This design comes from an exercise in tuning for small area on the open sky130 flow, not from production work.
The RTL was checked by simulation tests, not by an equivalence proof against the original design.
Power is estimated from default activity; no workload was simulated. No driver is modelled on the clock port, so clocking that relies on it looks cheaper here than on a real chip.

### design.v
`timescale 1 ns / 1 ps
module data_fifo
  #(
    parameter DEPTH = 63,
    parameter WIDTH = 8
    )
   (
    input		 clk,
    input		 srst,
    input [WIDTH-1:0]	 din,
    input		 wr_en,
    input		 rd_en,
    output [WIDTH-1:0]	 dout,
    output [5:0]	 count
    );
   localparam GROUPS = (DEPTH + 6) / 8;    
   logic [WIDTH-1:0]	 mem [0:DEPTH-1];
   logic [DEPTH-1:0]	 valid;
   logic [DEPTH-1:0]	 mv;       
   logic [DEPTH-1:0]	 leave;    
   logic [GROUPS:0]	 gleave;   
   logic [5:0]		 cnt;
   assign dout  = mem[0];
   assign count = cnt;
   always_comb begin
      logic g, p;
      gleave[0] = rd_en;
      for (int j = 0; j < GROUPS; j++) begin
	 g = 1'b0;
	 p = 1'b1;
	 for (int i = 8*j; i < 8*j+8 && i < DEPTH-1; i++) begin
	    g = (valid[i+1] & ~valid[i]) | (valid[i+1] & g);
	    p = p & valid[i+1];
	 end
	 gleave[j+1] = g | (p & gleave[j]);
      end
      for (int i = 0; i < DEPTH; i++) begin
	 if (i % 8 == 0)
	   leave[i] = gleave[i/8];
	 else
	   leave[i] = valid[i] & (~valid[i-1] | leave[i-1]);
      end
      for (int i = 0; i < DEPTH-1; i++)
	mv[i] = leave[i+1];
      mv[DEPTH-1] = wr_en;
   end
   always @(posedge clk) begin
      for (int i = 0; i < DEPTH-1; i++)
	if (mv[i])
	  mem[i] <= mem[i+1];
      if (wr_en)
	mem[DEPTH-1] <= din;
   end
   always @(posedge clk) begin
      if (srst) begin
	 valid <= '0;
	 cnt   <= '0;
      end
      else begin
	 valid <= mv | (valid & ~leave);
	 cnt   <= cnt + {5'd0, wr_en} - {5'd0, rd_en};
      end
   end
endmodule
`timescale 1ps / 1ps
module crc_gen
  (
   input [1:0]	     data_in,
   input	     crc_en,
   input	     init,
   output [31:0]     lfsr,
   input	     clk);
   logic [31:0]	     lfsr_q;
   logic [1:0]	     x;
   logic [31:0]	     lfsr_c;
   assign lfsr = lfsr_q;
   assign x = crc_en ? (data_in ^ lfsr_q[1:0]) : 2'b00;
   localparam [31:0] P0 = (32'd1<<4)|(32'd1<<7)|(32'd1<<8)|(32'd1<<14)|(32'd1<<18)|(32'd1<<19)|
			  (32'd1<<20)|(32'd1<<22)|(32'd1<<23)|(32'd1<<25)|(32'd1<<26)|(32'd1<<28)|
			  (32'd1<<29)|(32'd1<<30);
   localparam [31:0] P1 = (32'd1<<5)|(32'd1<<8)|(32'd1<<9)|(32'd1<<15)|(32'd1<<19)|(32'd1<<20)|
			  (32'd1<<21)|(32'd1<<23)|(32'd1<<24)|(32'd1<<26)|(32'd1<<27)|(32'd1<<29)|
			  (32'd1<<30)|(32'd1<<31);
   assign lfsr_c = {2'b00, lfsr_q[31:2]} ^ ({32{x[0]}} & P0) ^ ({32{x[1]}} & P1);
   always @(posedge clk) begin
      if (init)
	lfsr_q <= {32{1'b1}};
      else
	lfsr_q <= lfsr_c;
   end
endmodule
`timescale 1ns / 1ps
module eth_header_gen
  #(
    parameter [31:0] FPGA_IP = 32'hC0A80164,
    parameter [31:0] HOST_IP = 32'hC0A80165,
    parameter [15:0] FPGA_PORT = 16'h4567,
    parameter [15:0] HOST_PORT = 16'h4567,
    parameter [47:0] FPGA_MAC = 48'he86a64e7e830,
    parameter [47:0] HOST_MAC = 48'he86a64e7e829,
    parameter [15:0] HEADER_CHECKSUM = 16'h65ba
    )
   (
    input [5:0]	 payload_bytes,
    input [7:0]	 pos,
    output [1:0] dibit
    );
   localparam [335:0] HDR = {
      16'h0000,                                    
      8'd8, 8'h00,                                 
      HOST_PORT[7:0], HOST_PORT[15:8],             
      FPGA_PORT[7:0], FPGA_PORT[15:8],             
      HOST_IP[7:0], HOST_IP[15:8], HOST_IP[23:16], HOST_IP[31:24],    
      FPGA_IP[7:0], FPGA_IP[15:8], FPGA_IP[23:16], FPGA_IP[31:24],    
      HEADER_CHECKSUM[7:0], HEADER_CHECKSUM[15:8], 
      8'h11, 8'h40,                                
      16'h0000, 16'h0000,                          
      8'd28, 8'h00,                                
      8'h00, 8'h45,                                
      8'h00, 8'h08,                                
      FPGA_MAC[7:0], FPGA_MAC[15:8], FPGA_MAC[23:16], FPGA_MAC[31:24], FPGA_MAC[39:32], FPGA_MAC[47:40],
      HOST_MAC[7:0], HOST_MAC[15:8], HOST_MAC[23:16], HOST_MAC[31:24], HOST_MAC[39:32], HOST_MAC[47:40]
   };
   logic [7:0]	 ipv4_len;
   logic [7:0]	 udp_len;
   assign ipv4_len = 8'd28 + {2'b00, payload_bytes};
   assign udp_len  = 8'd8  + {2'b00, payload_bytes};
   logic [7:0]	 b;
   always_comb begin
      case (pos[7:2])
	6'd21: b = 8'hd5;
	6'd22: b = HDR[0 +: 8];  6'd23: b = HDR[8 +: 8];  6'd24: b = HDR[16 +: 8];
	6'd25: b = HDR[24 +: 8];  6'd26: b = HDR[32 +: 8];  6'd27: b = HDR[40 +: 8];
	6'd28: b = HDR[48 +: 8];  6'd29: b = HDR[56 +: 8];  6'd30: b = HDR[64 +: 8];
	6'd31: b = HDR[72 +: 8];  6'd32: b = HDR[80 +: 8]; 6'd33: b = HDR[88 +: 8];
	6'd34: b = HDR[96 +: 8]; 6'd35: b = HDR[104 +: 8]; 6'd36: b = HDR[112 +: 8];
	6'd37: b = HDR[120 +: 8]; 6'd38: b = HDR[128 +: 8]; 6'd39: b = ipv4_len;
	6'd40: b = HDR[144 +: 8]; 6'd41: b = HDR[152 +: 8]; 6'd42: b = HDR[160 +: 8];
	6'd43: b = HDR[168 +: 8]; 6'd44: b = HDR[176 +: 8]; 6'd45: b = HDR[184 +: 8];
	6'd46: b = HDR[192 +: 8]; 6'd47: b = HDR[200 +: 8]; 6'd48: b = HDR[208 +: 8];
	6'd49: b = HDR[216 +: 8]; 6'd50: b = HDR[224 +: 8]; 6'd51: b = HDR[232 +: 8];
	6'd52: b = HDR[240 +: 8]; 6'd53: b = HDR[248 +: 8]; 6'd54: b = HDR[256 +: 8];
	6'd55: b = HDR[264 +: 8]; 6'd56: b = HDR[272 +: 8]; 6'd57: b = HDR[280 +: 8];
	6'd58: b = HDR[288 +: 8]; 6'd59: b = HDR[296 +: 8]; 6'd60: b = HDR[304 +: 8];
	6'd61: b = udp_len;      6'd62: b = HDR[320 +: 8]; 6'd63: b = HDR[328 +: 8];
	default: b = 8'h55;       
      endcase
   end
   assign dibit = b[2*pos[1:0] +: 2];
endmodule
`timescale 1ns / 1ps
module packet_gen
  #(
   parameter [31:0] FPGA_IP = 32'hC0A80164,
   parameter [31:0] HOST_IP = 32'hC0A80165,
   parameter [15:0] FPGA_PORT = 16'h4567,
   parameter [15:0] HOST_PORT = 16'h4567,
   parameter [47:0] FPGA_MAC = 48'he86a64e7e830,
   parameter [47:0] HOST_MAC = 48'he86a64e7e829,
   parameter [15:0] HEADER_CHECKSUM = 16'h65ba
    )
   (
    input		CLK,
    input		RST,
    input [7:0]		S_AXIS_TDATA,
    input		S_AXIS_TVALID,
    input		S_AXIS_TLAST,
    output		S_AXIS_TREADY,
    input [11:0]	S_AXIS_TUSER,
    output logic	TX_EN,
    output logic [1:0]	TXD
    );
   logic [5:0]		n;
   assign n = S_AXIS_TUSER[5:0];
   logic		in_pkt;      
   logic [5:0]		fifo_count;
   logic		fifo_wr_en;
   logic		fifo_rd_en;
   logic [7:0]		fifo_out;
   assign S_AXIS_TREADY = in_pkt | (fifo_count <= ~n);
   assign fifo_wr_en = S_AXIS_TVALID & S_AXIS_TREADY;
   always_ff @(posedge CLK) begin
      if (RST)
	in_pkt <= 1'b0;
      else if (fifo_wr_en)
	in_pkt <= ~S_AXIS_TLAST;
   end
   data_fifo data_fifo_i
     (
      .clk(CLK),
      .srst(RST),
      .din(S_AXIS_TDATA),
      .wr_en(fifo_wr_en),
      .rd_en(fifo_rd_en),
      .dout(fifo_out),
      .count(fifo_count)
      );
   localparam [1:0] IDLE = 2'd0, HDR = 2'd1, DATA = 2'd2, TAIL = 2'd3;
   logic [1:0]		state;
   logic [7:0]		pos;
   logic [7:0]		pos_inc;
   logic		pos_last;
   logic		data_end;
   assign pos_inc  = pos + 8'd1;
   assign pos_last = &pos;
   assign data_end = (&pos[1:0]) && (pos_inc[7:2] == n);
   always_ff @(posedge CLK) begin
      if (RST)
	state <= IDLE;
      else
	case (state)
	  IDLE: if (fifo_count >= n) state <= HDR;
	  HDR:  if (pos_last) state <= DATA;
	  DATA: if (data_end) state <= TAIL;
	  TAIL: if (pos_last) state <= IDLE;
	endcase
   end
   always_ff @(posedge CLK) begin
      if (state == IDLE)
	pos <= 8'd56;
      else if (state == DATA && data_end)
	pos <= 8'd192;
      else
	pos <= pos_inc;
   end
   logic [1:0]		hdr_dibit;
   logic [7:0]		data_buffer;
   logic [31:0]		crc;
   logic		byte_load;
   logic [1:0]		tx_data;
   logic		tx_valid;
   logic		crc_en;
   logic		crc_init;
   eth_header_gen
     #(
       .FPGA_MAC(FPGA_MAC),
       .HOST_MAC(HOST_MAC),
       .FPGA_IP(FPGA_IP),
       .HOST_IP(HOST_IP),
       .FPGA_PORT(FPGA_PORT),
       .HOST_PORT(HOST_PORT),
       .HEADER_CHECKSUM(HEADER_CHECKSUM)
       )
   eth_header_gen
     (
      .payload_bytes(n),
      .pos(pos),
      .dibit(hdr_dibit)
      );
   assign byte_load = (state == HDR && pos_last) || (state == DATA && (&pos[1:0]));
   always_ff @(posedge CLK) begin
      if (byte_load)
	data_buffer <= fifo_out;
      else
	data_buffer <= {2'b00, data_buffer[7:2]};
   end
   assign fifo_rd_en = state == DATA && pos[1:0] == 2'b00;
   always_comb begin
      case (state)
	HDR:     tx_data = hdr_dibit;
	DATA:    tx_data = data_buffer[1:0];
	default: tx_data = ~crc[1:0];
      endcase
   end
   assign tx_valid = (state == HDR) || (state == DATA) || (state == TAIL && pos[5:4] == 2'b00);
   assign crc_en   = (state == DATA) || (state == HDR && pos >= 8'd88);
   assign crc_init = (state == IDLE) || (state == HDR && pos < 8'd88);
   crc_gen crc_gen_i
     (
      .clk(CLK),
      .init(crc_init),
      .data_in(tx_data),
      .crc_en(crc_en),
      .lfsr(crc)
      );
   always_ff @(posedge CLK) begin
      if (RST)
	TX_EN <= 1'b0;
      else
	TX_EN <= tx_valid;
      TXD <= tx_data;
   end
endmodule
`timescale 1 ns / 1 ps
module packet_recv
  #(
   parameter [47:0]  FPGA_MAC = 48'he86a64e7e830,
   parameter CHECK_DESTINATION = 1
    )
   (
    input [1:0]	   RXD,
    input	   RXDV,
    input	   clk,
    input	   rst,
    output	   M_AXIS_TVALID,
    output [7 : 0] M_AXIS_TDATA,
    output	   M_AXIS_TLAST
  );
   logic [2:0][1:0] rxd_z;
   logic [2:0]	    rxdv_z;
   always @(posedge clk) begin
      rxd_z[0]   <= RXD;
      rxd_z[2:1] <= rxd_z[1:0];
      if (rst)
	rxdv_z <= '0;
      else
	rxdv_z <= {rxdv_z[1:0], RXDV};
   end
   logic	    packet_start;
   logic	    packet_done;
   assign packet_start = !rxdv_z[2] && rxdv_z[1];
   assign packet_done  = rxdv_z[2] && !rxdv_z[1];
   localparam [1:0] IDLE = 2'd0, PREAMBLE_SFD = 2'd1, HEADER = 2'd2, DATA = 2'd3;
   logic [1:0]	    state;
   logic [7:0]	    cnt;
   logic	    sfd_found;
   logic	    mac_bad;
   logic [1:0]	    mac_dibit;
   logic [7:0]	    data_buffer;
   logic	    data_valid;
   logic	    data_last;
   assign sfd_found = (rxd_z[2] == 2'b11) && (&cnt[4:0]);
   always @(posedge clk) begin
      if (rst)
	state <= IDLE;
      else
	case (state)
	  IDLE:         if (packet_start) state <= PREAMBLE_SFD;
	  PREAMBLE_SFD: if (sfd_found) state <= HEADER;
	  HEADER:       if (packet_done) state <= IDLE;
			else if (cnt == 8'd167) state <= DATA;
	  DATA:         if (packet_done) state <= IDLE;
	endcase
   end
   always @(posedge clk) begin
      case (state)
	IDLE:         cnt <= '0;
	PREAMBLE_SFD: if (rxd_z[2] == 2'b01)
			cnt <= cnt + {7'd0, ~&cnt[4:0]};
		      else
			cnt <= '0;
	default:      cnt <= cnt + 8'd1;
      endcase
   end
   localparam [47:0] MAC_SEQ = {FPGA_MAC[7:0], FPGA_MAC[15:8], FPGA_MAC[23:16],
				FPGA_MAC[31:24], FPGA_MAC[39:32], FPGA_MAC[47:40]};
   assign mac_dibit = MAC_SEQ[2*cnt[4:0] +: 2];
   always @(posedge clk) begin
      if (state == PREAMBLE_SFD)
	mac_bad <= 1'b0;
      else if (state == HEADER && cnt < 8'd24 && rxd_z[2] != mac_dibit)
	mac_bad <= 1'b1;
   end
   always @(posedge clk) begin
      data_buffer <= {rxd_z[2], data_buffer[7:2]};
      if (rst) begin
	 data_valid <= 1'b0;
	 data_last  <= 1'b0;
      end
      else begin
	 data_valid <= state == DATA && (&cnt[1:0]) && (!CHECK_DESTINATION || !mac_bad);
	 data_last  <= state == DATA && packet_done;
      end
   end
   assign M_AXIS_TVALID = data_valid;
   assign M_AXIS_TDATA  = data_buffer;
   assign M_AXIS_TLAST  = data_last;
endmodule
`timescale 1 ns / 1 ps
module rmii_axis_v1_0 #
  (
   parameter [7:0]  FPGA_IP_1 = 10,
   parameter [7:0]  FPGA_IP_2 = 0,
   parameter [7:0]  FPGA_IP_3 = 0,
   parameter [7:0]  FPGA_IP_4 = 240,
   parameter [7:0]  HOST_IP_1 = 10,
   parameter [7:0]  HOST_IP_2 = 0,
   parameter [7:0]  HOST_IP_3 = 0,
   parameter [7:0]  HOST_IP_4 = 10,
   parameter [15:0] FPGA_PORT = 17767,
   parameter [15:0] HOST_PORT = 17767,
   parameter [47:0] FPGA_MAC = 48'he86a64e7e830,
   parameter [47:0] HOST_MAC = 48'he86a64e7e829,
   parameter [15:0] HEADER_CHECKSUM = 16'h65b3,
   parameter	    CHECK_DESTINATION = 1
   )
   (
    input wire		aclk,
    input wire		aresetn,
    input wire		ETH_CRSDV,
    input wire [1:0]	ETH_RXD,
    output wire		ETH_TXEN,
    output wire [1:0]	ETH_TXD,
    output wire		m00_axis_tvalid,
    output wire [7 : 0]	m00_axis_tdata,
    output wire		m00_axis_tlast,
    output wire		s00_axis_tready,
    input wire [7 : 0]	s00_axis_tdata,
    input wire		s00_axis_tlast,
    input wire [11:0]	s00_axis_tuser,
    input wire		s00_axis_tvalid
    );
   localparam		HOST_IP = {HOST_IP_1,HOST_IP_2,HOST_IP_3,HOST_IP_4};
   localparam		FPGA_IP = {FPGA_IP_1,FPGA_IP_2,FPGA_IP_3,FPGA_IP_4};
   packet_gen
     #(
       .FPGA_MAC(FPGA_MAC),
       .HOST_MAC(HOST_MAC),
       .FPGA_IP(FPGA_IP),
       .HOST_IP(HOST_IP),
       .FPGA_PORT(FPGA_PORT),
       .HOST_PORT(HOST_PORT),
       .HEADER_CHECKSUM(HEADER_CHECKSUM)
       )
   packet_gen_i
     (
      .CLK(aclk),
      .RST(~aresetn),
      .S_AXIS_TDATA(s00_axis_tdata),
      .S_AXIS_TVALID(s00_axis_tvalid),
      .S_AXIS_TLAST(s00_axis_tlast),
      .S_AXIS_TREADY(s00_axis_tready),
      .S_AXIS_TUSER(s00_axis_tuser),
      .TX_EN(ETH_TXEN),
      .TXD(ETH_TXD)
      );
   packet_recv
     #(
       .FPGA_MAC(FPGA_MAC),
       .CHECK_DESTINATION(CHECK_DESTINATION)
       )
   packet_recv_i
     (
      .clk(aclk),
      .rst(~aresetn),
      .M_AXIS_TDATA(m00_axis_tdata),
      .M_AXIS_TVALID(m00_axis_tvalid),
      .M_AXIS_TLAST(m00_axis_tlast),
      .RXDV(ETH_CRSDV),
      .RXD(ETH_RXD)
      );
endmodule
### constraint.sdc
create_clock -name core_clock -period 10.0 [get_ports {aclk}]
set_input_delay 2.0000 -clock core_clock [delete_from_list [all_inputs] [get_ports {aclk}]]
set_output_delay 2.0000 -clock core_clock [all_outputs]
set_load 0.01 [all_outputs]
### standard.sh
#!/bin/bash
# synth_recipe.tcl (not shown) runs the flow's synth.tcl, then flattens the netlist and writes it again
# the make line also repeats each setting of config.mk as NAME=value (left out here)
make -C /OpenROAD-flow-scripts/flow DESIGN_CONFIG=/design/flow/config.mk WORK_HOME=/design/flow/orfs CLKGATE_MAP_FILE= SYNTH_SCRIPT=/design/flow/synth_recipe.tcl "${@:-finish}"
### flow/run.sh
#!/bin/bash
# The standard layout (standard.sh), with two changes to how it is made:
#  - ports are buffered with the smallest buffer instead of the default
#    clkdlybuf4s50_1 (every input and output port still gets a buffer);
#  - clock tree synthesis uses larger sink clusters of clkbuf_16 leaves and
#    no dummy loads.
# Synthesis, floorplan, power grid, tap cells, placement and routing are
# the standard flow's.  The make output goes to standard.log.
set -euo pipefail
export BUFFER_PORTS_ARGS="-buffer_cell sky130_fd_sc_hd__buf_1"
export CTS_ARGS="-sink_clustering_enable -repair_clock_nets -dont_use_dummy_load -buf_list sky130_fd_sc_hd__clkbuf_16 -sink_clustering_size 30 -sink_clustering_max_diameter 80"
bash standard.sh > standard.log 2>&1
### config.mk
export PLATFORM = sky130hd
export DESIGN_NAME = rmii_axis_v1_0
export DESIGN_NICKNAME = rmii_axis_v1_0
export VERILOG_FILES = /design/flow/design.v
export SDC_FILE = /design/flow/constraint.sdc
export NUM_CORES = 4
export LEC_CHECK = 0
export CAP_MARGIN = 20
export CORE_MARGIN = 2
export CORE_UTILIZATION = 75
export SLEW_MARGIN = 20
==> impl_metrics.env, run 1 <==
export IMPL_nNetsFinal=1488
export IMPL_finalSetupTns_ns=0
export IMPL_core_um2=29700
export IMPL_cts_hold_buf=0
export IMPL_gr_usage_all_layers_pct=24.2
export IMPL_worst_pin_slew_ns=1.07
export IMPL_fin_area_um2=23800
export IMPL_async_reset_ff_share_pct=0
export IMPL_critPathKind="in2out"
export IMPL_rows=63
export IMPL_finalCritPeriodShare_pct=55.3
export IMPL_synth_edf_count=504
export IMPL_rsz0062_at_grt="no"
export IMPL_synth_seq_cells=657
export IMPL_wire_per_inst_um=20.8
export IMPL_crit_chain="buf_1 > inv_1 > ha_1 > inv_1 > a21oi_1 > nor2_1 > o31ai_1 > buf_1"
export IMPL_hold_worst_slack_ns=0.333
export IMPL_holdCritPathClass="reg2reg"
export IMPL_grt_max_degree=56
export IMPL_die_width_um=178
export IMPL_final_antenna_net_count=0
export IMPL_synth_nets=1461
export IMPL_ff2ff_setup_slack_ns=5.98
export IMPL_syn_inst=1391
export IMPL_power_density_nw_per_um2=192
export IMPL_via_count=10800
export IMPL_ios=41
export IMPL_critPathCaptureType="primary output"
export IMPL_dp_slack_ns=4.47
export IMPL_fp_dieH_um=178
export IMPL_grt_ovfl_total=0
export IMPL_wl_mm=37.6
export IMPL_max_cap_viol_count=0
export IMPL_clockBufferDepth=3
export IMPL_drtIter0Drc=1066
export IMPL_drtPass1Iterations=5
export IMPL_start_kind="input pin"
export IMPL_finClkSkew_ns=0.0389
export IMPL_place_area_um2=23200
export IMPL_insertion_delay_ns=0.57
export IMPL_min_period_ns=5.53
export IMPL_drv_slew=0
export IMPL_diodes=0
export IMPL_ir_drop_v=0.000178
export IMPL_clkTransAtPathRegs_ns=0.08
export IMPL_setup_viol=0
export IMPL_syn_to_final_growth_pct=4.91
export IMPL_hold_viol_final=0
export IMPL_cpMaxStageDelayCell="ha_1"
export IMPL_arrival_ns=3.53
export IMPL_grt_pass1_wl_mm=57.6
export IMPL_final_cell_mix="edfxtp_1 (504), dfxtp_1 (153), nor2_1 (107)"
export IMPL_layout_drive_gt1_share_pct=3.95
export IMPL_cts_root_buf="clkbuf_16"
export IMPL_ys_types=71
export IMPL_cts_max_level=1
export IMPL_ys_flop_type="edfxtp_1"
export IMPL_layout_commonest_cell="edfxtp_1"
export IMPL_p_leak_nw=7.83
export IMPL_io_buffers=34
export IMPL_detailed_place_hpwl_mm=24.2
export IMPL_vias_per_cell=6.00
export IMPL_status="no timing/DRC/antenna violations"
export IMPL_clock_sinks=657
export IMPL_antenna_found_initial=0
export IMPL_post_cts_resized=0
export IMPL_gp_congestion=0.833
export IMPL_cts_made_buffers=26
export IMPL_drc=0
export IMPL_synth_seq_area_share_pct=80.1
export IMPL_syn_avg_cell_area_um2=16.3
export IMPL_cts_setup_buffers=0
export IMPL_tritoncts="done"
export IMPL_grt_pass1_vias=10900
export IMPL_slew_headroom_pct=28.3
export IMPL_die_area_um2=31700
export IMPL_setup_ws_ns=4.47
export IMPL_critPathRequiredTime_ns=8.00
export IMPL_initial_utilization_pct=76.4
export IMPL_crit_fanout=6
export IMPL_yosysWarningCount=6
export IMPL_max_stage_delay_ns=0.34
export IMPL_fmax_mhz=181
export IMPL_syn_area_um2=22700
[cell usage after synthesis (22+ instances only)]
cell type	instances	area share, %
edfxtp_1	504	67
dfxtp_1	153	13
nor2_1	107	1.8
a21oi_1	50	1.1
nand2_1	49	0.81
inv_1	43	0.71
nor2b_1	43	1.2
ha_1	42	2.3
o21ai_0	34	0.75
nor3_1	26	0.57
nand3_1	25	0.55
nand2b_1	24	0.66
o21a_1	22	0.73
[flip-flops by register name, summed over array words and instances (netlist names)]
name	cells
packet_gen_i.data_fifo_i.mem	504
packet_recv_i.cnt	8
packet_gen_i.pos	8
packet_recv_i.state	2
packet_gen_i.state	2
packet_recv_i.data_valid	1
packet_recv_i.rxdv_z	3
packet_gen_i.data_buffer	8
packet_gen_i.TX_EN	1
packet_recv_i.data_buffer	8
packet_recv_i.rxd_z	6
packet_gen_i.TXD	2
packet_gen_i.data_fifo_i.cnt	6
packet_gen_i.data_fifo_i.valid	63
packet_gen_i.crc_gen_i.lfsr_q	32
packet_recv_i.data_last	1
packet_gen_i.in_pkt	1
packet_recv_i.mac_bad	1
[routing by layer]
layer,track usage [%],routed length (um),part of all wire [%],up-vias
li1,-,-,-,5127
met1,31.8,15200,41,5269
met2,43.8,19500,52,376
met3,2.64,2020,5.4,64
met4,5.94,775,2.1,0
met5,0,0,0,-
[layout make-up]
class / count / area [um2]
multi-input cells: 651 / 4170
well taps: 390 / 488
clock buffers: 26 / 651
repair buffers: 38 / 155
fillers: 1429 / 5890
inverters: 44 / 166
flip-flops and latches: 657 / 18200
[worst max-delay path: cells and delay by family]
| kind | cells | cell delay [ns] |
|---|---|---|
| AND/OR/NAND/NOR | 1 | 0.06 |
| buffers and inverters | 4 | 0.71 |
| adder cells (fa/ha/maj) | 1 | 0.34 |
| AO/OA/AOI/OAI | 2 | 0.42 |
[cell families after synthesis]
| group | after synthesis | synth area share [%] |
|---|---|---|
| flip-flops | 657 | 80.1 |
| AND/OR/NAND/NOR | 375 | 8.71 |
| AO/OA/AOI/OAI | 184 | 5.23 |
| buffers and inverters | 83 | 1.53 |
| adder cells (fa/ha/maj) | 43 | 2.40 |
| XOR/XNOR | 40 | 1.58 |
| multiplexers | 9 | 0.430 |
[per-stage QoR]
stage               cells  power, mW  utilization, %
floorplan            1391       3.36               -
global placement     1778       3.44            78.0
detailed placement   1778       3.46            78.0
CTS                  1804       4.60            80.1
global route         1806       4.74            80.2
finish               1806       4.58            80.2
[worst paths after layout]
kind                                              end  depth (start not counted)              startpoint
setup / recovery                      s00_axis_tready                          8       s00_axis_tuser[4]
hold / removal                 packet_recv_i.rxd_z[3]                          0  packet_recv_i.rxd_z[1]
setup reg to reg  packet_gen_i.data_fifo_i.mem[61][6]                         10     packet_gen_i.pos[0]
hold reg to reg                packet_recv_i.rxd_z[3]                          0  packet_recv_i.rxd_z[1]
[report_power, final]
group | internal (mW) | leakage (nW) | switching (mW)
Sequential | 2.96 | 5.78 | 0.0450
Combinational | 0.161 | 1.72 | 0.240
Clock | 0.468 | 0.320 | 0.711
Total | 3.59 | 7.83 | 0.996
==> run 2: changes to the inputs <==
--- a/config.mk
+++ b/config.mk
@@ -7,5 +7,5 @@
 export LEC_CHECK = 0
 export CAP_MARGIN = 20
 export CORE_MARGIN = 2
-export CORE_UTILIZATION = 75
+export CORE_UTILIZATION = 65
 export SLEW_MARGIN = 20
==> run 2 against run 1 <==
- still clean
- die area increased by 15%
- wire length shrank 16%
- non-clock buffer count fell by 2
- combinational power decreased by 2%
- maximum frequency down 0.63%
- worst hold slack got worse by 0.018 ns
- sequential share of layout area shrank 0.30 points
- clock skew grew 0.041 ns
- critical endpoint unchanged
==> impl_metrics.env, run 2 <==
export IMPL_crit_fanout=6
export IMPL_worst_pin_slew_ns=1.02
export IMPL_hold_viol_final=0
export IMPL_hold_worst_slack_ns=0.315
export IMPL_reg_largest_list="packet_gen_i.data_fifo_i.mem: 504 flops, packet_gen_i.data_fifo_i.valid: 63 flops, packet_gen_i.crc_gen_i.lfsr_q: 32 flops"
export IMPL_fmax_mhz=180
export IMPL_cts_hold_buf=0
export IMPL_final_cell_mix="edfxtp_1 (504), dfxtp_1 (153), nor2_1 (107)"
export IMPL_synth_seq_cells=657
export IMPL_synth_top_area_share_pct=66.6
export IMPL_drtPass1Iterations=5
export IMPL_gp_congestion=0.829
export IMPL_rows=68
export IMPL_dp_cells=1843
export IMPL_critPathCaptureType="primary output"
export IMPL_utilization_pct=69.4
export IMPL_finClkSkew_ns=0.0794
export IMPL_dp_slack_ns=4.41
export IMPL_drtIter0Drc=649
export IMPL_netlist_top_cells_area="edfxtp_1 (67%), dfxtp_1 (13%), ha_1 (2.3%), nor2_1 (1.8%), nor2b_1 (1.2%)"
export IMPL_cpMaxStageDelayCell="o31ai_1"
export IMPL_syn_area_um2=22700
export IMPL_die_width_um=191
export IMPL_initial_utilization_pct=65.9
export IMPL_path_buf_inv=4
export IMPL_fillers=2288
export IMPL_grt_max_degree=56
export IMPL_grt_pass1_wl_mm=51.3
export IMPL_wl_mm=31.5
export IMPL_arrival_ns=3.57
export IMPL_crit_chain="buf_1 > inv_1 > ha_1 > inv_1 > a21oi_1 > nor2_1 > o31ai_1 > buf_1"
export IMPL_tritoncts="done"
export IMPL_finalSetupTns_ns=0
export IMPL_final_antenna_net_count=0
export IMPL_finalCritPeriodShare_pct=55.7
export IMPL_cts_max_level=1
export IMPL_min_period_ns=5.57
export IMPL_clkTransAtPathRegs_ns=0.09
export IMPL_critPathKind="in2out"
export IMPL_largest_reg_flops=504
export IMPL_met2_usage_pct=29.2
export IMPL_yosys_cell_count_top_type="edfxtp_1"
export IMPL_cts_made_buffers=27
export IMPL_grt_pass1_vias=10100
export IMPL_setup_viol=0
export IMPL_setup_ws_ns=4.43
export IMPL_met3_usage_pct=2.17
export IMPL_io_buffers=34
export IMPL_layout_drive_gt1_share_pct=3.89
export IMPL_grt_ovfl_total=0
export IMPL_cts_setup_buffers=0
export IMPL_layout_commonest_cell="edfxtp_1"
export IMPL_fin_cells=1870
export IMPL_ys_flop_type="edfxtp_1"
export IMPL_ios=41
export IMPL_grt_util_met1_pct=26.1
export IMPL_max_stage_delay_ns=0.34
export IMPL_slew_headroom_pct=31.4
export IMPL_synth_common_cells="edfxtp_1 (504), dfxtp_1 (153), nor2_1 (107)"
export IMPL_path_delay_family="buffers and inverters"
export IMPL_clock_sinks=657
export IMPL_detailed_place_hpwl_mm=20.8
export IMPL_synth_largest_area_cell="edfxtp_1"
export IMPL_nNetsFinal=1487
export IMPL_post_cts_resized=0
export IMPL_critPathRequiredTime_ns=8.00
export IMPL_via_count=10400
export IMPL_ir_drop_v=0.000189
export IMPL_vias_per_cell=5.58
export IMPL_synth_edf_count=504
export IMPL_async_reset_ff_share_pct=0
export IMPL_synth_seq_area_share_pct=80.1
export IMPL_cts_root_buf="clkbuf_16"
export IMPL_ys_types=71
export IMPL_busiest_layer="met2"
export IMPL_insertion_delay_ns=0.59
export IMPL_max_cap_viol_count=0
export IMPL_power_density_nw_per_um2=191
export IMPL_core_um2=34500
export IMPL_synth_nets=1461
export IMPL_yosysWarningCount=6
export IMPL_antenna_found_initial=0
export IMPL_holdCritPathClass="reg2reg"
export IMPL_fp_dieH_um=191
export IMPL_rsz0062_at_grt="no"
export IMPL_wire_per_inst_um=16.8
export IMPL_clockBufferDepth=3
export IMPL_drv_slew=0
export IMPL_syn_avg_cell_area_um2=16.3
export IMPL_die_area_um2=36500
export IMPL_regMostFlops="packet_gen_i.data_fifo_i.mem"
export IMPL_syn_to_final_growth_pct=5.33
export IMPL_gr_usage_all_layers_pct=17.7
export IMPL_diodes=0
export IMPL_status="no timing/DRC/antenna violations"
export IMPL_drc=0
export IMPL_syn_inst=1391
export IMPL_start_kind="input pin"
export IMPL_p_leak_nw=7.83
==> run 2: worst register-to-register path: cells and delay by family, from the launching register on <==
family | cells | cell delay (ns)
compound gates | 1 | 0.25
fa+ha+maj | 1 | 0.26
buf+inv | 1 | 0.16
flops | 1 | 0.52
simple gates | 7 | 2.51
==> run 2: cells by family after synthesis <==
logic type | Yosys count | synth area share [%]
DFF | 657 | 80.1
adders and majority gates | 43 | 2.40
xor gates and xnor gates | 40 | 1.58
AOI/OAI and AO/OA | 184 | 5.23
buffers and inverters | 83 | 1.53
and+or+nand+nor | 375 | 8.71
muxes | 9 | 0.430
==> run 2: stage by stage <==
step                      power (mW)  area [um2]
after floorplan                 3.36       22700
after global placement          3.44       23200
after detailed placement        3.46       23200
after CTS                       4.63       23900
after global routing            4.78       23900
final                           4.58       23900
==> run 2: worst paths after layout <==
kind | from | to | slack [ns] | cells after the start
max | s00_axis_tuser[4] | s00_axis_tready | 4.43 | 8
min reg2reg | packet_recv_i.data_buffer[5] | packet_recv_i.data_buffer[3] | 0.31 | 0
max reg2reg | packet_gen_i.pos[0] | packet_gen_i.data_fifo_i.mem[61][5] | 6.06 | 10
min | packet_recv_i.data_buffer[5] | packet_recv_i.data_buffer[3] | 0.31 | 0
==> run 2: routing by layer <==
metal  vias to the layer above  wire length (um)
li1                       5119                 -
met1                      5118             14900
met2                       169             14900
met3                        29              1280
met4                         0               445
met5                         -                 0
==> run 2: cell type report <==
| cell class | instances | area, um2 | share of cell area, % |
|---|---|---|---|
| Sequential cell | 657 | 18200 | 76.1 |
| Multi-Input combinational cell | 651 | 4170 | 17.4 |
| Clock buffer | 27 | 676 | 2.82 |
| Tap cell | 455 | 569 | 2.38 |
| Inverter | 44 | 166 | 0.696 |
| Timing Repair Buffer | 36 | 143 | 0.596 |
==> run 2: power breakdown <==
part           internal [mW]  leakage, nW  switching (mW)
sequential              2.96         5.78          0.0417
combinational          0.161         1.72           0.231
clock                  0.484        0.333           0.701
total                   3.60         7.83           0.974
==> run 3: changes to the inputs <==
--- a/flow/run.sh
+++ b/flow/run.sh
@@ -8,5 +8,5 @@
 # the standard flow's.  The make output goes to standard.log.
 set -euo pipefail
 export BUFFER_PORTS_ARGS="-buffer_cell sky130_fd_sc_hd__buf_1"
-export CTS_ARGS="-sink_clustering_enable -repair_clock_nets -dont_use_dummy_load -buf_list sky130_fd_sc_hd__clkbuf_16 -sink_clustering_size 30 -sink_clustering_max_diameter 80"
+export CTS_ARGS="-sink_clustering_enable -repair_clock_nets -dont_use_dummy_load -buf_list sky130_fd_sc_hd__clkbuf_16 -sink_clustering_size 38 -sink_clustering_max_diameter 70"
 bash standard.sh > standard.log 2>&1
==> run 3 against run 2 <==
- critical endpoint unchanged
- largest cell class unchanged
- core utilization rose by 0.51 points
- maximum frequency barely moved
- cell count rose by 0.37%
- still clean
==> impl_metrics.env, run 3 <==
export IMPL_status="no timing/DRC/antenna violations"
export IMPL_synth_edf_count=504
export IMPL_via_count=10500
export IMPL_cts_root_buf="clkbuf_16"
export IMPL_diodes=0
export IMPL_synth_common_cells="edfxtp_1 (504), dfxtp_1 (153), nor2_1 (107)"
export IMPL_start_kind="input pin"
export IMPL_regMostFlops="packet_gen_i.data_fifo_i.mem"
export IMPL_drtPass1Iterations=5
export IMPL_tritoncts="done"
export IMPL_holdCritPathClass="reg2reg"
export IMPL_p_leak_nw=7.92
export IMPL_cts_max_level=2
export IMPL_ys_types=71
export IMPL_nNetsFinal=1494
export IMPL_setup_viol=0
export IMPL_cts_setup_buffers=0
export IMPL_min_period_ns=5.57
export IMPL_ys_flop_type="edfxtp_1"
export IMPL_die_area_um2=36500
export IMPL_netlist_top_cells_area="edfxtp_1 (67%), dfxtp_1 (13%), ha_1 (2.3%), nor2_1 (1.8%), nor2b_1 (1.2%)"
export IMPL_final_cell_mix="edfxtp_1 (504), dfxtp_1 (153), nor2_1 (107)"
export IMPL_layout_drive_gt1_share_pct=4.36
export IMPL_initial_utilization_pct=65.9
export IMPL_ir_drop_v=0.000170
export IMPL_post_cts_resized=0
export IMPL_core_um2=34500
export IMPL_clock_sinks=657
export IMPL_wl_mm=31.9
export IMPL_rows=68
export IMPL_synth_seq_cells=657
export IMPL_grt_ovfl_total=0
export IMPL_die_width_um=191
export IMPL_yosysWarningCount=6
export IMPL_syn_area_um2=22700
export IMPL_async_reset_ff_share_pct=0
export IMPL_syn_avg_cell_area_um2=16.3
export IMPL_io_buffers=34
export IMPL_slew_headroom_pct=30.9
export IMPL_fillers=2273
export IMPL_min_path_cells=0
export IMPL_max_cap_viol_count=0
export IMPL_grt_pass1_wl_mm=51.7
export IMPL_worst_pin_slew_ns=1.03
export IMPL_rsz0062_at_grt="no"
export IMPL_gr_usage_all_layers_pct=18.0
export IMPL_finalSetupTns_ns=0
export IMPL_crit_fanout=6
export IMPL_power_density_nw_per_um2=196
export IMPL_wire_per_inst_um=17.0
export IMPL_multi_input_area_um2=4170
export IMPL_insertion_delay_ns=0.54
export IMPL_syn_inst=1391
export IMPL_critPathKind="in2out"
export IMPL_antenna_found_initial=0
export IMPL_cts_hold_buf=0
export IMPL_critPathRequiredTime_ns=8.00
export IMPL_detailed_place_hpwl_mm=20.8
export IMPL_layout_commonest_cell="edfxtp_1"
export IMPL_total_power_mw=4.73
export IMPL_finClkSkew_ns=0.0705
export IMPL_reg_largest_list="packet_gen_i.data_fifo_i.mem: 504 flops, packet_gen_i.data_fifo_i.valid: 63 flops, packet_gen_i.crc_gen_i.lfsr_q: 32 flops"
export IMPL_synth_nets=1461
export IMPL_ff2ff_setup_slack_ns=6.05
export IMPL_synth_top_area_share_pct=66.6
export IMPL_fin_cells=1877
export IMPL_largest_reg_flops=504
export IMPL_fp_dieH_um=191
export IMPL_hold_viol_final=0
export IMPL_critPathCaptureType="primary output"
export IMPL_seq_area_um2=18200
export IMPL_gp_congestion=0.829
export IMPL_drtIter0Drc=684
export IMPL_clockBufferDepth=3
export IMPL_vias_per_cell=5.58
export IMPL_clkTransAtPathRegs_ns=0.08
export IMPL_ios=41
export IMPL_grt_max_degree=56
export IMPL_finalCritPeriodShare_pct=55.7
export IMPL_drv_slew=0
export IMPL_drc=0
export IMPL_grt_pass1_vias=10200
export IMPL_syn_to_final_growth_pct=6.10
export IMPL_worstRegToRegCells=10
export IMPL_synth_seq_area_share_pct=80.1
export IMPL_dp_cells=1843
export IMPL_synth_largest_area_cell="edfxtp_1"
export IMPL_cts_made_buffers=34
export IMPL_final_antenna_net_count=0
export IMPL_arrival_ns=3.57
export IMPL_yosys_cell_count_top_type="edfxtp_1"
export IMPL_fmax_mhz=179
[run 3: final timing paths]
kind                                          to                   start
max                              s00_axis_tready       s00_axis_tuser[4]
min                       packet_recv_i.rxd_z[5]  packet_recv_i.rxd_z[3]
max reg2reg  packet_gen_i.data_fifo_i.mem[61][1]     packet_gen_i.pos[0]
min reg2reg               packet_recv_i.rxd_z[5]  packet_recv_i.rxd_z[3]
[run 3: final cells by class]
cell class,count,share of cell area (%)
well taps,455,2.36
clock buffers,34,3.53
multi-input cells,651,17.3
inverters,44,0.691
repair buffers,36,0.592
flip-flops and latches,657,75.5
[run 3: power breakdown]
| group | total (mW) | internal, mW | switching [mW] |
|---|---|---|---|
| Clock | 1.34 | 0.609 | 0.727 |
| Combinational | 0.394 | 0.162 | 0.233 |
| Sequential | 3.00 | 2.96 | 0.0420 |
[run 3: cells by family after synthesis]
group	synth area share [%]
adder cells (fa/ha/maj)	2.40
AO/OA/AOI/OAI	5.23
multiplexers	0.430
flip-flops	80.1
AND/OR/NAND/NOR	8.71
XOR/XNOR	1.58
buffers and inverters	1.53
[run 3: critical path, stage by stage]
cell	delay (ns)
buf_1	0.31
inv_1	0.17
ha_1	0.33
inv_1	0.05
a21oi_1	0.12
nor2_1	0.05
o31ai_1	0.34
buf_1	0.19
[run 3: metal layers]
layer	global-route usage, %	vias to the layer above	wire (um)
met4	4.08	0	513
met1	26.3	5124	15000
met5	0	-	0
met3	2.55	39	1190
li1	-	5136	-
met2	29.3	176	15200
[run 3: metrics by stage]
stage | utilization, % | area (um2) | setup slack (ns) | hold slack [ns]
floorplan | - | 22700 | 4.90 | 0.310
global placement | 67.5 | 23200 | 4.44 | 0.316
detailed placement | 67.5 | 23200 | 4.41 | 0.312
CTS | 69.9 | 24100 | 4.41 | 0.318
global route | 69.9 | 24100 | 4.20 | 0.332
finish | 69.9 | 24100 | 4.43 | 0.316
==> run 4: changes to the inputs <==
--- a/flow/run.sh
+++ b/flow/run.sh
@@ -8,5 +8,5 @@
 # the standard flow's.  The make output goes to standard.log.
 set -euo pipefail
 export BUFFER_PORTS_ARGS="-buffer_cell sky130_fd_sc_hd__buf_1"
-export CTS_ARGS="-sink_clustering_enable -repair_clock_nets -dont_use_dummy_load -buf_list sky130_fd_sc_hd__clkbuf_16 -sink_clustering_size 38 -sink_clustering_max_diameter 70"
+export CTS_ARGS="-sink_clustering_enable -repair_clock_nets -dont_use_dummy_load -buf_list sky130_fd_sc_hd__clkbuf_4 -sink_clustering_size 12 -sink_clustering_max_diameter 40"
 bash standard.sh > standard.log 2>&1
==> run 4 against run 3 <==
- worst hold slack lost 0.047 ns
- critical path depth is the same
- register-to-register slack gained 0.02 ns
- die area is the same
- sequential cell count is the same
==> impl_metrics.env, run 4 <==
export IMPL_status="no timing/DRC/antenna violations"
export IMPL_netlist_top_cells_area="edfxtp_1 (67%), dfxtp_1 (13%), ha_1 (2.3%), nor2_1 (1.8%), nor2b_1 (1.2%)"
export IMPL_cts_hold_buf=0
export IMPL_synth_largest_area_cell="edfxtp_1"
export IMPL_syn_avg_cell_area_um2=16.3
export IMPL_min_path_cells=0
export IMPL_synthMuxAreaShare_pct=0.430
export IMPL_fin_cells=1916
export IMPL_drv_slew=0
export IMPL_grt_pass1_wl_mm=52.6
export IMPL_cts_setup_buffers=0
export IMPL_yosys_cell_count_top_type="edfxtp_1"
export IMPL_slew_headroom_pct=39.8
export IMPL_hold_viol_final=0
export IMPL_min_period_ns=5.56
export IMPL_nNetsFinal=1532
export IMPL_total_power_mw=4.46
export IMPL_die_area_um2=36500
export IMPL_drtIter0Drc=642
export IMPL_syn_area_um2=22700
export IMPL_detailed_place_hpwl_mm=20.8
export IMPL_crit_chain="buf_1 > inv_1 > ha_1 > inv_1 > a21oi_1 > nor2_1 > o31ai_1 > buf_1"
export IMPL_clock_sinks=657
export IMPL_synth_compound_area_share_pct=5.23
export IMPL_max_cap_viol_count=0
export IMPL_finalSetupTns_ns=0
export IMPL_initial_utilization_pct=65.9
export IMPL_fin_area_um2=23800
export IMPL_cts_root_buf="clkbuf_4"
export IMPL_syn_inst=1391
export IMPL_reg_largest_list="packet_gen_i.data_fifo_i.mem: 504 flops, packet_gen_i.data_fifo_i.valid: 63 flops, packet_gen_i.crc_gen_i.lfsr_q: 32 flops"
export IMPL_ys_types=71
export IMPL_p_leak_nw=7.83
export IMPL_synth_top_area_share_pct=66.6
export IMPL_arrival_ns=3.56
export IMPL_io_buffers=34
export IMPL_gp_congestion=0.829
export IMPL_worst_pin_slew_ns=0.903
export IMPL_dp_cells=1843
export IMPL_drtPass1Iterations=5
export IMPL_setup_viol=0
export IMPL_ir_drop_v=0.000133
export IMPL_final_cell_mix="edfxtp_1 (504), dfxtp_1 (153), nor2_1 (107)"
export IMPL_critPathKind="in2out"
export IMPL_cts_made_buffers=72
export IMPL_crit_fanout=6
export IMPL_regMostFlops="packet_gen_i.data_fifo_i.mem"
export IMPL_gr_usage_all_layers_pct=18.6
export IMPL_largest_reg_flops=504
export IMPL_finalCritPeriodShare_pct=55.6
export IMPL_grt_max_degree=56
export IMPL_synth_xor_xnor_area_share_pct=1.58
export IMPL_fp_dieH_um=191
export IMPL_clkTransAtPathRegs_ns=0.09
export IMPL_cts_max_level=3
export IMPL_rows=68
export IMPL_ios=41
export IMPL_max_stage_delay_ns=0.34
export IMPL_grt_ovfl_total=0
export IMPL_power_density_nw_per_um2=187
export IMPL_synth_fa_ha_area_share_pct=2.40
export IMPL_fillers=2341
export IMPL_place_area_um2=23200
export IMPL_post_cts_resized=0
export IMPL_vias_per_cell=5.56
export IMPL_seq_area_um2=18200
export IMPL_fmax_mhz=180
export IMPL_finClkSkew_ns=0.0983
export IMPL_final_antenna_net_count=0
export IMPL_tritoncts="done"
export IMPL_critPathRequiredTime_ns=8.00
export IMPL_syn_to_final_growth_pct=4.74
export IMPL_die_width_um=191
export IMPL_synth_common_cells="edfxtp_1 (504), dfxtp_1 (153), nor2_1 (107)"
export IMPL_core_um2=34500
export IMPL_antenna_found_initial=2
export IMPL_wire_per_inst_um=16.9
export IMPL_start_kind="input pin"
export IMPL_synth_nets=1461
export IMPL_ff2ff_setup_slack_ns=6.07
export IMPL_critPathCaptureType="primary output"
export IMPL_multi_input_area_um2=4170
export IMPL_synth_simple_area_share_pct=8.71
export IMPL_utilization_pct=69.0
export IMPL_rsz0062_at_grt="no"
export IMPL_holdCritPathClass="reg2reg"
export IMPL_worstRegToRegCells=10
export IMPL_grt_pass1_vias=10400
export IMPL_wl_mm=32.4
export IMPL_cpMaxStageDelayCell="o31ai_1"
export IMPL_async_reset_ff_share_pct=0
export IMPL_layout_drive_gt1_share_pct=6.85
export IMPL_clockBufferDepth=3
export IMPL_synth_seq_area_share_pct=80.1
export IMPL_ys_flop_type="edfxtp_1"
export IMPL_via_count=10700
export IMPL_synth_edf_count=504
export IMPL_synth_seq_cells=657
export IMPL_drc=0
export IMPL_insertion_delay_ns=0.76
export IMPL_layout_commonest_cell="edfxtp_1"
export IMPL_synth_top_family_by_area="simple AND/OR/NAND/NOR gates"
export IMPL_yosysWarningCount=6
-- run 4: stage by stage --
step,setup slack (ns),hold slack [ns]
final,4.44,0.269
after global routing,4.20,0.268
after CTS,4.41,0.265
after detailed placement,4.41,0.312
after global placement,4.44,0.316
after floorplan,4.90,0.310
-- run 4: cells by family (layout without fill, tap and decap cells) --
| logic type | after synthesis | after routing |
|---|---|---|
| simple gates | 375 | 375 |
| mux | 9 | 9 |
| compound gates | 184 | 184 |
| fa+ha+maj | 43 | 43 |
| flops | 657 | 657 |
| other cells | 0 | 1 |
| xor+xnor | 40 | 40 |
| buf+inv | 83 | 152 |
-- run 4: cell type report --
| cell class | instances | area share (%) |
|---|---|---|
| sequential | 657 | 76.5 |
| timing repair buffer | 36 | 0.600 |
| inverter | 44 | 0.699 |
| multi-input combinational | 651 | 17.5 |
| antenna | 1 | 0.0105 |
| tap | 455 | 2.39 |
| clock buffer | 72 | 2.27 |
-- run 4: worst max-delay path, delay by kind of cell --
kind / cells / cell delay, ns
fa+ha+maj: 1 / 0.33
simple gates: 1 / 0.05
buf+inv: 4 / 0.72
compound gates: 2 / 0.46
-- run 4: worst paths after layout --
check	endpoint	startpoint
min	packet_recv_i.rxd_z[3]	packet_recv_i.rxd_z[1]
max	s00_axis_tready	s00_axis_tuser[4]
min reg2reg	packet_recv_i.rxd_z[3]	packet_recv_i.rxd_z[1]
max reg2reg	packet_gen_i.data_fifo_i.mem[61][2]	packet_gen_i.pos[1]
-- run 4: where the power goes --
group	total [mW]	switching (mW)	internal (mW)
Clock	1.06	0.732	0.333
Sequential	3.00	0.0418	2.96
Combinational	0.393	0.232	0.161
Total	4.46	1.01	3.45
-- run 4: metal layers --
metal | up-vias | global-route usage [%] | routed length, um
li1 | 5228 | - | -
met1 | 5163 | 26.3 | 15000
met2 | 209 | 29.2 | 15000
met3 | 52 | 4.08 | 1730
met4 | 0 | 6.44 | 622
met5 | - | 0 | 0
==> run 5: changes to the inputs <==
--- a/flow/run.sh
+++ b/flow/run.sh
@@ -8,5 +8,5 @@
 # the standard flow's.  The make output goes to standard.log.
 set -euo pipefail
 export BUFFER_PORTS_ARGS="-buffer_cell sky130_fd_sc_hd__buf_1"
-export CTS_ARGS="-sink_clustering_enable -repair_clock_nets -dont_use_dummy_load -buf_list sky130_fd_sc_hd__clkbuf_4 -sink_clustering_size 12 -sink_clustering_max_diameter 40"
+export CTS_ARGS="-sink_clustering_enable -repair_clock_nets -dont_use_dummy_load -buf_list sky130_fd_sc_hd__clkbuf_16 -sink_clustering_size 36 -sink_clustering_max_diameter 50"
 bash standard.sh > standard.log 2>&1
==> run 5 against run 4 <==
- still clean on timing, DRC and antenna
- clock-buffer cell count fell by 32
- highest routed layer unchanged
- die area did not move
- critical path type unchanged
- global-route usage fell by 0.70 points
==> impl_metrics.env, run 5 <==
export IMPL_synth_common_cells="edfxtp_1 (504), dfxtp_1 (153), nor2_1 (107)"
export IMPL_syn_to_final_growth_pct=6.76
export IMPL_routed_top_layer="met4"
export IMPL_grt_max_degree=56
export IMPL_die_area_um2=36500
export IMPL_holdCritPathClass="reg2reg"
export IMPL_crit_path_start="s00_axis_tuser[4]"
export IMPL_crit_fanout=6
export IMPL_hold_viol_final=0
export IMPL_synth_seq_cells=657
export IMPL_slew_headroom_pct=40.1
export IMPL_pwr_share_clk_pct=30.0
export IMPL_nNetsFinal=1500
export IMPL_syn_area_um2=22700
export IMPL_fmax_mhz=180
export IMPL_drv_slew=0
export IMPL_ys_types=71
export IMPL_initial_utilization_pct=65.9
export IMPL_rsz0062_at_grt="no"
export IMPL_synth_edf_count=504
export IMPL_ios=41
export IMPL_fin_cells=1883
export IMPL_cpMaxStageDelayCell="o31ai_1"
export IMPL_syn_inst=1391
export IMPL_synth_seq_area_share_pct=80.1
export IMPL_layout_drive_gt1_share_pct=4.76
export IMPL_post_cts_resized=0
export IMPL_drtPass1Iterations=5
export IMPL_max_cap_viol_count=0
export IMPL_start_kind="input pin"
export IMPL_antenna_found_initial=0
export IMPL_finClkSkew_ns=0.0426
export IMPL_critPathRequiredTime_ns=8.00
export IMPL_synth_largest_area_cell="edfxtp_1"
export IMPL_fin_area_um2=24200
export IMPL_ys_flop_type="edfxtp_1"
export IMPL_combPwrFrac_pct=8.1
export IMPL_wl_met3_mm=1.30
export IMPL_worstRegToRegCells=10
export IMPL_drc=0
export IMPL_place_area_um2=23200
export IMPL_clockBufferDepth=3
export IMPL_arrival_ns=3.57
export IMPL_final_antenna_net_count=0
export IMPL_route_met2_wl_mm=15.0
export IMPL_via_count=10400
export IMPL_grt_ovfl_total=0
export IMPL_r2r_start="packet_gen_i.pos[0]"
export IMPL_insertion_delay_ns=0.55
export IMPL_vias_per_cell=5.53
export IMPL_layout_commonest_cell="edfxtp_1"
export IMPL_gr_usage_all_layers_pct=17.9
export IMPL_seq_power_share_pct=61.9
export IMPL_critPathCaptureType="primary output"
export IMPL_gp_congestion=0.829
export IMPL_yosys_cell_count_top_type="edfxtp_1"
export IMPL_cts_hold_buf=0
export IMPL_grt_pass1_vias=10100
export IMPL_power_density_nw_per_um2=200
export IMPL_total_power_mw=4.85
export IMPL_reg_largest_list="packet_gen_i.data_fifo_i.mem: 504 flops, packet_gen_i.data_fifo_i.valid: 63 flops, packet_gen_i.crc_gen_i.lfsr_q: 32 flops"
export IMPL_synth_nets=1461
export IMPL_min_period_ns=5.57
export IMPL_final_cell_mix="edfxtp_1 (504), dfxtp_1 (153), nor2_1 (107)"
export IMPL_cts_max_level=2
export IMPL_largest_reg_flops=504
export IMPL_wl_met1_mm=15.1
export IMPL_cts_made_buffers=40
export IMPL_cts_root_buf="clkbuf_16"
export IMPL_regMostFlops="packet_gen_i.data_fifo_i.mem"
export IMPL_p_int_mw=3.83
export IMPL_wl_mm=31.9
export IMPL_fp_dieH_um=191
export IMPL_tritoncts="done"
export IMPL_critPathCapture="s00_axis_tready"
export IMPL_setup_viol=0
export IMPL_finalCritPeriodShare_pct=55.7
export IMPL_max_stage_delay_ns=0.34
export IMPL_clkTransAtPathRegs_ns=0.06
export IMPL_finalSetupTns_ns=0
export IMPL_syn_avg_cell_area_um2=16.3
export IMPL_wire_per_inst_um=16.9
export IMPL_ir_drop_v=0.000212
export IMPL_rr_endpoint="packet_gen_i.data_fifo_i.mem[61][1]"
export IMPL_min_from="packet_recv_i.rxd_z[3]"
export IMPL_synth_top_area_share_pct=66.6
export IMPL_yosysWarningCount=6
export IMPL_io_buffers=34
export IMPL_netlist_top_cells_area="edfxtp_1 (67%), dfxtp_1 (13%), ha_1 (2.3%), nor2_1 (1.8%), nor2b_1 (1.2%)"
export IMPL_grt_pass1_wl_mm=51.3
export IMPL_clock_sinks=657
export IMPL_p_sw_share_pct=21.0
export IMPL_crit_chain="buf_1 > inv_1 > ha_1 > inv_1 > a21oi_1 > nor2_1 > o31ai_1 > buf_1"
export IMPL_p_leak_nw=7.99
export IMPL_worst_pin_slew_ns=0.899
export IMPL_status="no timing/DRC/antenna violations"
export IMPL_drtIter0Drc=603
export IMPL_hold_worst_slack_ns=0.325
export IMPL_async_reset_ff_share_pct=0
export IMPL_p_sw_mw=1.02
export IMPL_dp_cells=1843
export IMPL_detailed_place_hpwl_mm=20.8
export IMPL_cts_setup_buffers=0
export IMPL_critPathKind="in2out"
export IMPL_ff2ff_setup_slack_ns=6.03
export IMPL_core_um2=34500
export IMPL_rows=68
export IMPL_diodes=0
export IMPL_die_width_um=191
run 5: cell counts after synthesis:
Identical to the previous run, type by type.
run 5: logic make-up after synthesis:
kind of cell	Yosys count	synth area share, %
DFF	657	80.1
and+or+nand+nor	375	8.71
AOI/OAI and AO/OA	184	5.23
buffers and inverters	83	1.53
adders and majority gates	43	2.40
xor gates and xnor gates	40	1.58
muxes	9	0.430
run 5: layout make-up:
| type | instances | area, um2 |
|---|---|---|
| well taps | 455 | 569 |
| flip-flops and latches | 657 | 18200 |
| inverters | 44 | 166 |
| repair buffers | 36 | 143 |
| fillers | 2268 | 10200 |
| multi-input cells | 651 | 4170 |
| clock buffers | 40 | 1000 |
run 5: worst min-delay path by stage:
stage | endpoint | slack, ns | depth (start not counted)
after floorplan | packet_recv_i.rxd_z[2] | 0.31 | 0
after global placement | packet_recv_i.rxd_z[2] | 0.32 | 0
after detailed placement | packet_recv_i.rxd_z[5] | 0.31 | 0
after CTS | packet_recv_i.rxd_z[5] | 0.33 | 0
after global routing | packet_recv_i.rxd_z[2] | 0.34 | 0
final | packet_recv_i.rxd_z[5] | 0.33 | 0
run 5: power by group through the flow:
| stage | Sequential (mW) | Combinational, mW | Clock, mW |
|---|---|---|---|
| after floorplan | 3.05 | 0.317 | 0 |
| after global placement | 3.06 | 0.382 | 0 |
| after detailed placement | 3.06 | 0.393 | 0 |
| after CTS | 3.00 | 0.396 | 1.51 |
| after global routing | 3.01 | 0.450 | 1.60 |
| final | 3.00 | 0.393 | 1.46 |
run 5: through the flow:
stage               setup WS, ns  utilization [%]
finish                      4.43             70.4
global route                4.20             70.4
CTS                         4.41             70.4
detailed placement          4.41             67.5
global placement            4.44             67.5
floorplan                   4.90                -
run 5: worst max-delay path, delay by kind of cell:
| family | cells | cell delay [ns] |
|---|---|---|
| fa+ha+maj | 1 | 0.33 |
| buf+inv | 4 | 0.72 |
| compound gates | 2 | 0.46 |
| simple gates | 1 | 0.05 |
run 5: metal layers:
layer / global-route usage (%) / vias up
met4: 4.14 / 0
li1: - / 5152
met2: 29.1 / 152
met5: 0 / -
met1: 26.0 / 5059
met3: 2.97 / 50
==> run 6: changes to the inputs <==
--- a/flow/run.sh
+++ b/flow/run.sh
@@ -8,5 +8,5 @@
 # the standard flow's.  The make output goes to standard.log.
 set -euo pipefail
 export BUFFER_PORTS_ARGS="-buffer_cell sky130_fd_sc_hd__buf_1"
-export CTS_ARGS="-sink_clustering_enable -repair_clock_nets -dont_use_dummy_load -buf_list sky130_fd_sc_hd__clkbuf_16 -sink_clustering_size 36 -sink_clustering_max_diameter 50"
+export CTS_ARGS="-sink_clustering_enable -repair_clock_nets -dont_use_dummy_load -buf_list sky130_fd_sc_hd__clkbuf_8 -sink_clustering_size 20 -sink_clustering_max_diameter 60"
 bash standard.sh > standard.log 2>&1
==> run 6 against run 5 <==
- still clean on timing, DRC and antenna
- sequential power barely moved
- clock skew fell by 0.0041 ns
- worst setup slack improved by 0.0072 ns
- combinational power barely moved
- first-iteration DRC count rose by 15%
- power fell by 8.1%
- area after synthesis did not move
- sequential cell count did not move
- via count fell by 0.12%
- critical endpoint unchanged
- largest cell class unchanged
- largest power group unchanged
- highest routed layer unchanged
==> impl_metrics.env, run 6 <==
export IMPL_io_buffers=34
export IMPL_p_sw_share_pct=21.9
export IMPL_place_area_um2=23200
export IMPL_setup_viol=0
export IMPL_dp_slack_ns=4.41
export IMPL_grt_max_degree=56
export IMPL_seq_power_share_pct=67.3
export IMPL_cts_made_buffers=40
export IMPL_layout_commonest_cell="edfxtp_1"
export IMPL_cts_root_buf="clkbuf_8"
export IMPL_syn_area_um2=22700
export IMPL_synth_seq_cells=657
export IMPL_synth_xor_xnor_area_share_pct=1.58
export IMPL_async_reset_ff_share_pct=0
export IMPL_wire_per_inst_um=16.8
export IMPL_synth_top_area_share_pct=66.6
export IMPL_power_density_nw_per_um2=187
export IMPL_ios=41
export IMPL_ff2ff_setup_slack_ns=5.98
export IMPL_yosys_cell_count_top_type="edfxtp_1"
export IMPL_finClkSkew_ns=0.0385
export IMPL_fillers=2320
export IMPL_worst_pin_slew_ns=0.902
export IMPL_synth_common_cells="edfxtp_1 (504), dfxtp_1 (153), nor2_1 (107)"
export IMPL_p_int_mw=3.48
export IMPL_post_cts_resized=0
export IMPL_grt_pass1_vias=10100
export IMPL_synth_largest_area_cell="edfxtp_1"
export IMPL_syn_inst=1391
export IMPL_hold_viol_final=0
export IMPL_synth_fa_ha_area_share_pct=2.40
export IMPL_multi_input_area_um2=4170
export IMPL_syn_avg_cell_area_um2=16.3
export IMPL_arrival_ns=3.56
export IMPL_regMostFlops="packet_gen_i.data_fifo_i.mem"
export IMPL_holdCritPathClass="reg2reg"
export IMPL_ys_flop_type="edfxtp_1"
export IMPL_max_cap_viol_count=0
export IMPL_r2r_start="packet_gen_i.pos[0]"
export IMPL_dp_cells=1843
export IMPL_die_area_um2=36500
export IMPL_nNetsFinal=1500
export IMPL_final_antenna_net_count=0
export IMPL_critPathCaptureType="primary output"
export IMPL_drc=0
export IMPL_synth_edf_count=504
export IMPL_start_kind="input pin"
export IMPL_synth_simple_area_share_pct=8.71
export IMPL_fp_dieH_um=191
export IMPL_critPathCapture="s00_axis_tready"
export IMPL_cts_hold_buf=0
export IMPL_finalCritPeriodShare_pct=55.6
export IMPL_gp_congestion=0.829
export IMPL_setup_ws_ns=4.44
export IMPL_clock_sinks=657
export IMPL_seq_area_um2=18200
export IMPL_pwr_share_clk_pct=23.9
export IMPL_utilization_pct=69.1
export IMPL_final_cell_mix="edfxtp_1 (504), dfxtp_1 (153), nor2_1 (107)"
export IMPL_reg_largest_list="packet_gen_i.data_fifo_i.mem: 504 flops, packet_gen_i.data_fifo_i.valid: 63 flops, packet_gen_i.crc_gen_i.lfsr_q: 32 flops"
export IMPL_critPathKind="in2out"
export IMPL_finalSetupTns_ns=0
export IMPL_core_um2=34500
export IMPL_gr_usage_all_layers_pct=18.0
export IMPL_clkTransAtPathRegs_ns=0.12
export IMPL_status="no timing/DRC/antenna violations"
export IMPL_rr_endpoint="packet_gen_i.data_fifo_i.mem[61][7]"
export IMPL_clockBufferDepth=3
export IMPL_insertion_delay_ns=0.59
export IMPL_die_width_um=191
export IMPL_synthMuxAreaShare_pct=0.430
export IMPL_min_period_ns=5.56
export IMPL_diodes=0
export IMPL_drtPass1Iterations=5
export IMPL_antenna_found_initial=0
export IMPL_tritoncts="done"
export IMPL_fin_area_um2=23800
export IMPL_synth_compound_area_share_pct=5.23
export IMPL_hold_worst_slack_ns=0.292
export IMPL_detailed_place_hpwl_mm=20.8
export IMPL_fin_cells=1883
export IMPL_ir_drop_v=0.000153
export IMPL_critPathRequiredTime_ns=8.00
export IMPL_synth_seq_area_share_pct=80.1
export IMPL_worstRegToRegCells=10
export IMPL_synth_top_family_by_area="simple AND/OR/NAND/NOR gates"
export IMPL_drv_slew=0
export IMPL_grt_ovfl_total=0
export IMPL_rsz0062_at_grt="no"
export IMPL_largest_reg_flops=504
export IMPL_vias_per_cell=5.52
export IMPL_netlist_top_cells_area="edfxtp_1 (67%), dfxtp_1 (13%), ha_1 (2.3%), nor2_1 (1.8%), nor2b_1 (1.2%)"
export IMPL_initial_utilization_pct=65.9
export IMPL_combPwrFrac_pct=8.8
export IMPL_crit_fanout=6
export IMPL_yosysWarningCount=6
export IMPL_p_leak_nw=7.79
export IMPL_cts_setup_buffers=0
export IMPL_grt_pass1_wl_mm=51.3
export IMPL_wl_mm=31.7
export IMPL_rows=68
export IMPL_cts_max_level=2
export IMPL_ys_types=71
export IMPL_fmax_mhz=180
export IMPL_synth_nets=1461
export IMPL_syn_to_final_growth_pct=4.78
export IMPL_drtIter0Drc=692
export IMPL_layout_drive_gt1_share_pct=4.76
export IMPL_p_sw_mw=0.974
export IMPL_via_count=10400
export IMPL_total_power_mw=4.46
export IMPL_crit_path_start="s00_axis_tuser[4]"
export IMPL_slew_headroom_pct=39.9
## run 6: changes by cell type in the layout (fill, tap and decap cells not counted)
cell	delta
clkbuf_8	+40
clkbuf_16	-40
## run 6: logic make-up after synthesis
| kind of cell | count (synthesis) |
|---|---|
| fa+ha+maj | 43 |
| buf+inv | 83 |
| simple gates | 375 |
| xor+xnor | 40 |
| compound gates | 184 |
| flops | 657 |
| mux | 9 |
## run 6: per-layer routing
layer  vias up  track usage, %  share of wire [%]  routed length (um)
met5         -               0                  0                   0
met4         0            4.56                1.5                 464
met3        37            3.08                4.1                1290
met2       146            29.3                 48               15100
met1      5075            25.7                 47               14900
li1       5142               -                  -                   -
## run 6: worst min path at each step
stage                                start                      to  slack, ns  depth (start not counted)
floorplan           packet_recv_i.rxd_z[0]  packet_recv_i.rxd_z[2]       0.31                          0
global placement    packet_recv_i.rxd_z[0]  packet_recv_i.rxd_z[2]       0.32                          0
detailed placement  packet_recv_i.rxd_z[3]  packet_recv_i.rxd_z[5]       0.31                          0
CTS                 packet_recv_i.rxd_z[2]  packet_recv_i.rxd_z[4]       0.29                          0
global route        packet_recv_i.rxd_z[2]  packet_recv_i.rxd_z[4]       0.29                          0
finish              packet_recv_i.rxd_z[2]  packet_recv_i.rxd_z[4]       0.29                          0
## run 6: final cells by class
class                      instances  area share (%)
clock buffer                      40            2.31
inverter                          44           0.699
multi-input combinational        651            17.5
sequential                       657            76.5
tap                              455            2.39
timing repair buffer              36           0.599
## run 6: critical path, cell delays in order
cell and delay (ns):
buf_1 0.30, inv_1 0.16, ha_1 0.33, inv_1 0.05, a21oi_1 0.12, nor2_1 0.05
o31ai_1 0.34, buf_1 0.19
## run 6: power groups by stage
stage | Combinational [mW] | Clock (mW) | Sequential, mW
after floorplan | 0.317 | 0 | 3.05
after global placement | 0.382 | 0 | 3.06
after detailed placement | 0.393 | 0 | 3.06
after CTS | 0.396 | 1.12 | 3.00
after global routing | 0.450 | 1.20 | 3.01
final | 0.393 | 1.06 | 3.00

-- afterwards: timing with drivers on the ports --
The results above use ideal ports. As a check the final layouts listed here were re-extracted and re-timed, cells and wires unchanged.
Step 1: set_driving_cell puts a clkbuf_16 on aclk and a buf_2 on each other input, an assumption about the parent block.
Step 2 moves the port delays by t, midway between the first and last clock arrival at a register: inputs arrive t later, outputs are due t later. That takes back most of the time a late clock gives input paths.
a / b / c = ideal ports / drivers / drivers and shift; a / b = the first two.
run | t (ns) | setup WS [ns] | clock arrival spread, ns | pins driven straight from the clock port
run 1 | 0.602 | 4.465 / 4.436 / 4.436 | 0.039 / 0.038 | 1
run 2 | 0.601 | 4.430 / 4.403 / 4.403 | 0.089 / 0.088 | 1
run 3 | 0.559 | 4.428 / 4.402 / 4.402 | 0.071 / 0.071 | 1
run 4 | 0.758 | 4.437 / 4.410 / 4.410 | 0.116 / 0.116 | 1
run 5 | 0.577 | 4.432 / 4.406 / 4.406 | 0.044 / 0.045 | 1
run 6 | 0.619 | 4.440 / 4.413 / 4.413 | 0.039 / 0.039 | 1
After both steps every run listed still meets setup and hold. The setup slack of run 1, which loses most, moves by -0.029 ns with the drivers and by -0.029 ns with both steps.
